Background: an optimization exercise with open tools, aiming at small area, a short achievable clock period and few clock cycles. Do not read the settings as production practice.
Where RTL was checked, it was by simulation tests only, not by an equivalence proof against the original.
Power and IR drop assume default switching activity.

==> flow/design.v <==
module JAM (CLK, RST, W, J, Cost, MatchCount, MinCost, Valid);
input CLK;
input RST;
output reg [2:0] W;
output reg [2:0] J;
input [6:0] Cost;
output reg [3:0] MatchCount;
output reg [9:0] MinCost;
output reg Valid;
localparam ST_SCAN = 3'd0, ST_WAIT = 3'd1, ST_LAST = 3'd2, ST_LAST2 = 3'd3,
           ST_READ = 3'd4, ST_DFSA = 3'd5, ST_DFSB = 3'd6, ST_DONE = 3'd7;
reg [2:0] st;
reg [2:0] row;           
reg [6:0] u  [0:7];      
reg [6:0] nv [0:7];      
reg [8:0] minv [0:7];    
reg [2:0] way [0:7];     
reg [7:0] vw;            
reg [2:0] p [0:7];       
reg [7:0] matched;
reg [7:0] used;          
reg [7:0] rowin;         
reg [7:0] todo;          
reg [6:0] uW;            
reg [2:0] j0;            
reg [8:0] delta;         
reg [6:0] D;             
reg [6:0] inc;           
reg [2:0] j1;
reg first;               
reg ph;                  
reg upd;                 
reg aug;                 
reg [2:0] ja;
reg [2:0] arow;
reg [7:0] abv;           
reg [7:0] candr;         
reg one;                 
reg s1v, s1l, s1r;
reg [6:0] s1c;
reg [7:0] s1p;
reg [2:0] s1j, s1w;
reg s2v, s2l;
reg [8:0] s2c, s2m;
reg [2:0] s2j, s2w;
reg s2r;
reg pend;                
reg [1:0] pcr;
reg s3l;
integer k;
function [3:0] lowest;
    input [7:0] m;
    integer i;
    begin
        lowest = 4'b1000;
        for (i = 7; i >= 0; i = i - 1)
            if (m[i]) lowest = i;
    end
endfunction
function single;
    input [7:0] m;
    reg a, b, ma, mb;
    begin
        a = |m[3:0];
        b = |m[7:4];
        ma = (m[0] & m[1]) | (m[2] & m[3]) | ((m[0] | m[1]) & (m[2] | m[3]));
        mb = (m[4] & m[5]) | (m[6] & m[7]) | ((m[4] | m[5]) & (m[6] | m[7]));
        single = ~(ma | mb | (a & b));
    end
endfunction
wire [3:0] nx = lowest(todo);
wire [7:0] p0 = {1'b0, nv[J]} + {1'b0, D};
wire [9:0] cur = {3'b0, s1c} + {2'b0, s1p} - {3'b0, uW};
wire lt = s2c < s2m;
wire c1 = s2c < delta;
wire c2 = s2m < delta;
wire take = lt ? c1 : c2;
wire [8:0] mnew = lt ? s2c : s2m;
wire [7:0] used_j = used | (8'd1 << j1);
wire [3:0] fj = lowest(~used_j);
wire [2:0] pj = p[j1];
reg [7:0] avail [0:7];
reg [7:0] blk;
reg dead, allone;
reg [7:0] cand;
always @(*) begin
    blk = 8'd0;
    dead = 1'b0;
    allone = 1'b1;
    for (k = 0; k < 8; k = k + 1) begin
        avail[k] = minv[k][7:0] & ~used;
        if (!single(avail[k])) allone = 1'b0;
        if (k > W) begin
            if (avail[k] == 8'd0) dead = 1'b1;
            if (single(avail[k])) blk = blk | avail[k];
        end
    end
    cand = dead ? 8'd0 : (avail[W] & ~blk & abv);
end
wire [3:0] cfirst = lowest(candr);
wire [2:0] sprev = way[W - 3'd1];
wire [1:0] pc = single(candr) ? {1'b0, |candr} : 2'd2;
always @(posedge CLK) begin
    if (RST) begin
        st <= ST_SCAN;
        row <= 3'd0;
        W <= 3'd0;
        J <= 3'd0;
        todo <= 8'hfe;
        uW <= 7'd0;
        first <= 1'b1;
        ph <= 1'b1;
        upd <= 1'b0;
        aug <= 1'b0;
        delta <= 9'h1ff;
        D <= 7'd0;
        used <= 8'd0;
        rowin <= 8'd0;
        matched <= 8'd0;
        s1v <= 1'b0;
        s1r <= 1'b0;
        s2v <= 1'b0;
        s3l <= 1'b0;
        MinCost <= 10'd0;
        MatchCount <= 4'd0;
        Valid <= 1'b0;
        for (k = 0; k < 8; k = k + 1) begin
            u[k] <= 7'd0;
            nv[k] <= 7'd0;
        end
    end else begin
        upd <= 1'b0;
        if (upd) begin
            for (k = 0; k < 8; k = k + 1) begin
                if (used[k] && k != j1)
                    nv[k] <= nv[k] + inc;
                if (rowin[k] && (k != W || st == ST_LAST))
                    u[k] <= u[k] + inc;
            end
            MinCost <= MinCost + {3'd0, inc};
            uW <= u[W];
            delta <= 9'h1ff;
        end
        if (aug) begin
            matched[ja] <= 1'b1;
            if (vw[ja]) aug <= 1'b0;
        end
        s1v <= (st == ST_SCAN);
        s1r <= (st == ST_READ);
        s2v <= s1v;
        s3l <= s2v && s2l;
        if (s2v && take)
            delta <= mnew;
        if (s1r && s1j == 3'd7)
            uW <= u[s1w + 3'd1];
        case (st)
        ST_SCAN: begin
            if (ph) begin
                ph <= 1'b0;
                used <= 8'd0;
                rowin <= 8'd1 << row;
            end
            if (todo == 8'd0)
                st <= ST_WAIT;
            else begin
                J <= nx[2:0];
                todo <= todo & ~(8'd1 << nx[2:0]);
            end
        end
        ST_WAIT: begin
            if (s3l) begin
                first <= 1'b0;
                inc <= delta[6:0] - D;
                D <= delta[6:0];
                upd <= 1'b1;
                if (matched[j1]) begin
                    used <= used_j;
                    rowin[pj] <= 1'b1;
                    W <= pj;
                    J <= fj[2:0];
                    todo <= ~used_j & ~(8'd1 << fj[2:0]);
                    st <= ST_SCAN;
                end else begin
                    first <= 1'b1;
                    D <= 7'd0;
                    if (row == 3'd7) begin
                        st <= ST_LAST;
                    end else begin
                        aug <= 1'b1;
                        ph <= 1'b1;
                        row <= row + 3'd1;
                        W <= row + 3'd1;
                        J <= j1;
                        todo <= ~(8'd1 << j1);
                        st <= ST_SCAN;
                    end
                end
            end
        end
        ST_LAST: begin
            used <= 8'd0;
            W <= 3'd0;
            J <= 3'd0;
            st <= ST_LAST2;
        end
        ST_LAST2: begin
            uW <= u[0];
            st <= ST_READ;
        end
        ST_READ: begin
            {W, J} <= {W, J} + 6'd1;
            if ({W, J} == 6'd63) begin
                W <= 3'd0;
                st <= ST_DFSA;
            end
        end
        ST_DFSA: begin
            if (pend)
                MatchCount <= MatchCount + {2'b0, pcr};
            if (!s2r)
                st <= ST_DFSB;
        end
        ST_DFSB: begin
            st <= ST_DFSA;
            if (one) begin
                MatchCount <= 4'd1;
                st <= ST_DONE;
            end else if (W == 3'd6) begin
                W <= 3'd5;
                used <= used & ~(8'd1 << sprev);
            end else if (candr != 8'd0) begin
                used <= used | (8'd1 << cfirst[2:0]);
                W <= W + 3'd1;
            end else if (W == 3'd0) begin
                st <= ST_DONE;
            end else begin
                used <= used & ~(8'd1 << sprev);
                W <= W - 3'd1;
            end
        end
        default: begin
            Valid <= 1'b1;
        end
        endcase
    end
end
always @(posedge CLK) begin
    s1l <= (todo == 8'd0);
    s1c <= Cost;
    s1p <= p0;
    s1j <= J;
    s1w <= W;
    s2l <= s1l;
    s2c <= cur[8:0];
    s2m <= first ? 9'h1ff : minv[s1j];
    s2j <= s1j;
    s2w <= s1w;
    s2r <= s1r;
    if (s2r)
        minv[s2w][s2j] <= (s2c == 9'd0);
    if (s2v) begin
        minv[s2j] <= mnew;
        if (!first && lt) begin
            vw[s2j] <= 1'b0;
            way[s2j] <= j0;
        end
        if (take)
            j1 <= s2j;
    end
    if (aug) begin
        p[ja] <= vw[ja] ? arow : p[way[ja]];
        ja <= way[ja];
    end
    if (st == ST_WAIT && s3l) begin
        if (first)
            vw <= 8'hff;
        if (matched[j1])
            j0 <= j1;
        else begin
            ja <= j1;
            arow <= row;
        end
    end
    if (st == ST_READ) begin
        abv <= 8'hff;
        one <= 1'b1;
    end
    pend <= (st == ST_DFSB) && (W == 3'd6);
    pcr <= pc;
    if (st == ST_DFSA && !s2r) begin
        candr <= cand;
        one <= one && allone;
    end
    if (st == ST_DFSB) begin
        one <= 1'b0;
        if (W == 3'd6 || candr == 8'd0)
            abv <= ~((8'd2 << sprev) - 8'd1);
        else begin
            way[W] <= cfirst[2:0];
            abv <= 8'hff;
        end
    end
end
endmodule
export LEC_CHECK = 0
export ABC_CLOCK_PERIOD_IN_PS = 2500
export CAP_MARGIN = 20
export CORE_MARGIN = 2
export CORE_UTILIZATION = 40
export SETUP_SLACK_MARGIN = 2.4
export SLEW_MARGIN = 20
create_clock -name core_clock -period 5.0 [get_ports {CLK}]
run.sh (not shown) runs the stock make flow with config.mk's settings and CLKGATE_MAP_FILE= SYNTH_SCRIPT=/design/flow/synth_recipe.tcl, a recipe that flattens the netlist after the stock synthesis.
Testbench counts at the start, summed over its fixed seeds: cycles 4,482.
Next try:
Settings changed: ABC_CLOCK_PERIOD_IN_PS 2500 to default.
What happened: The changed run finished clean. Setup slack is unchanged. Final area does not change. Routed wire length does not change. Critical path depth stays the same. Global-route usage does not change.


JAM, a different RTL version from the one above (not shown whole).
For scale: roughly 390 flip-flops, about 26000 um2 of cells after synthesis.
make LEC_CHECK=0 ABC_AREA=1 CAP_MARGIN=20 CORE_MARGIN=2 CORE_UTILIZATION=40 SETUP_SLACK_MARGIN=2.4 SLEW_MARGIN=20 finish   # period 5.0 ns
The first run passed the timing, design-rule and antenna checks.
Then changed:
- SETUP_SLACK_MARGIN: 2.4 -> 2.2
Outcome:
- via count falls by 0.35%
- combinational power hardly moves
- setup slack degrades by 0.021 ns
- clock-buffer cell count falls by 12
- critical path depth stays the same
Function was not checked in any run of this note: the RTL went through the layout flow alone.


Another version of the RTL of JAM (not shown whole).
For scale: roughly 3200 cells after synthesis, about 390 flip-flops, roughly 30 I/O pins, roughly 0.029 mm² of cells after synthesis.
Design JAM, start of the top module:
module JAM (CLK, RST, W, J, Cost, MatchCount, MinCost, Valid);
clock: 5.0 ns
lec_check: 0
abc_clock_period_in_ps: 2500
cap_margin: 20
core_margin: 2
core_utilization: 40
setup_slack_margin: 2.2
slew_margin: 20
The first run produced a clean layout.
Edit:
--- a/flow/config.mk
+++ b/flow/config.mk
@@ -7,3 +7,3 @@
 export LEC_CHECK = 0
-export ABC_CLOCK_PERIOD_IN_PS = 2500
+export ABC_CLOCK_PERIOD_IN_PS = 3000
 export CAP_MARGIN = 20
@@ -11,3 +11,3 @@
 export CORE_UTILIZATION = 40
-export SETUP_SLACK_MARGIN = 2.2
+export SETUP_SLACK_MARGIN = 1.5
 export SLEW_MARGIN = 20
Effect: Register-to-register slack degrades by 0.34 ns. Setup slack got worse by 0.34 ns. Die area stays the same.
No functional check of the RTL was part of any run of this note.

-- static timing again, ports no longer ideal --
The flow's constraints put no driver on any port. The routed layouts listed below were extracted and timed again, unchanged, in two steps.
Step 1 sets driving cells, clkbuf_16 on the clock port and buf_2 on the other inputs (assumed; they add their load-dependent delay and slew).
Step 2 adds t to the input delays and takes it off the output delays; t is the mean of the earliest and latest rising clock arrival at the registers after step 1. Input paths then give back, and output paths get back, about the clock's delay inside the block.
Slacks: ideal / step 1 / step 2; pairs: ideal / step 1.
| run | t (ns) | setup WS [ns] | clock arrival spread, ns | slew at the worst register clock pin (ns) | worst data-port slew with drivers (ns) |
|---|---|---|---|---|---|
| the first run of note 1 | 0.673 | 2.207 / 2.207 / 2.174 | 0.029 / 0.029 | 0.06 / 0.06 | 0.05 |
| the second run of note 1 | 0.673 | 2.207 / 2.207 / 2.174 | 0.029 / 0.029 | 0.06 / 0.06 | 0.05 |
| the first run of note 2 | 0.644 | 1.282 / 1.282 / 1.221 | 0.030 / 0.030 | 0.07 / 0.07 | 0.03 |
| the second run of note 2 | 0.649 | 1.261 / 1.261 / 1.176 | 0.019 / 0.019 | 0.07 / 0.07 | 0.04 |
| the first run of note 3 | 0.678 | 1.876 / 1.876 / 1.521 | 0.041 / 0.041 | 0.07 / 0.07 | 0.07 |
| the second run of note 3 | 0.669 | 1.536 / 1.536 / 1.388 | 0.039 / 0.038 | 0.07 / 0.07 | 0.05 |
After both steps every run listed still meets setup and hold. For the first run of note 3, which loses most, drivers alone change the setup slack by 0.000 ns; drivers and shift together by -0.355 ns.
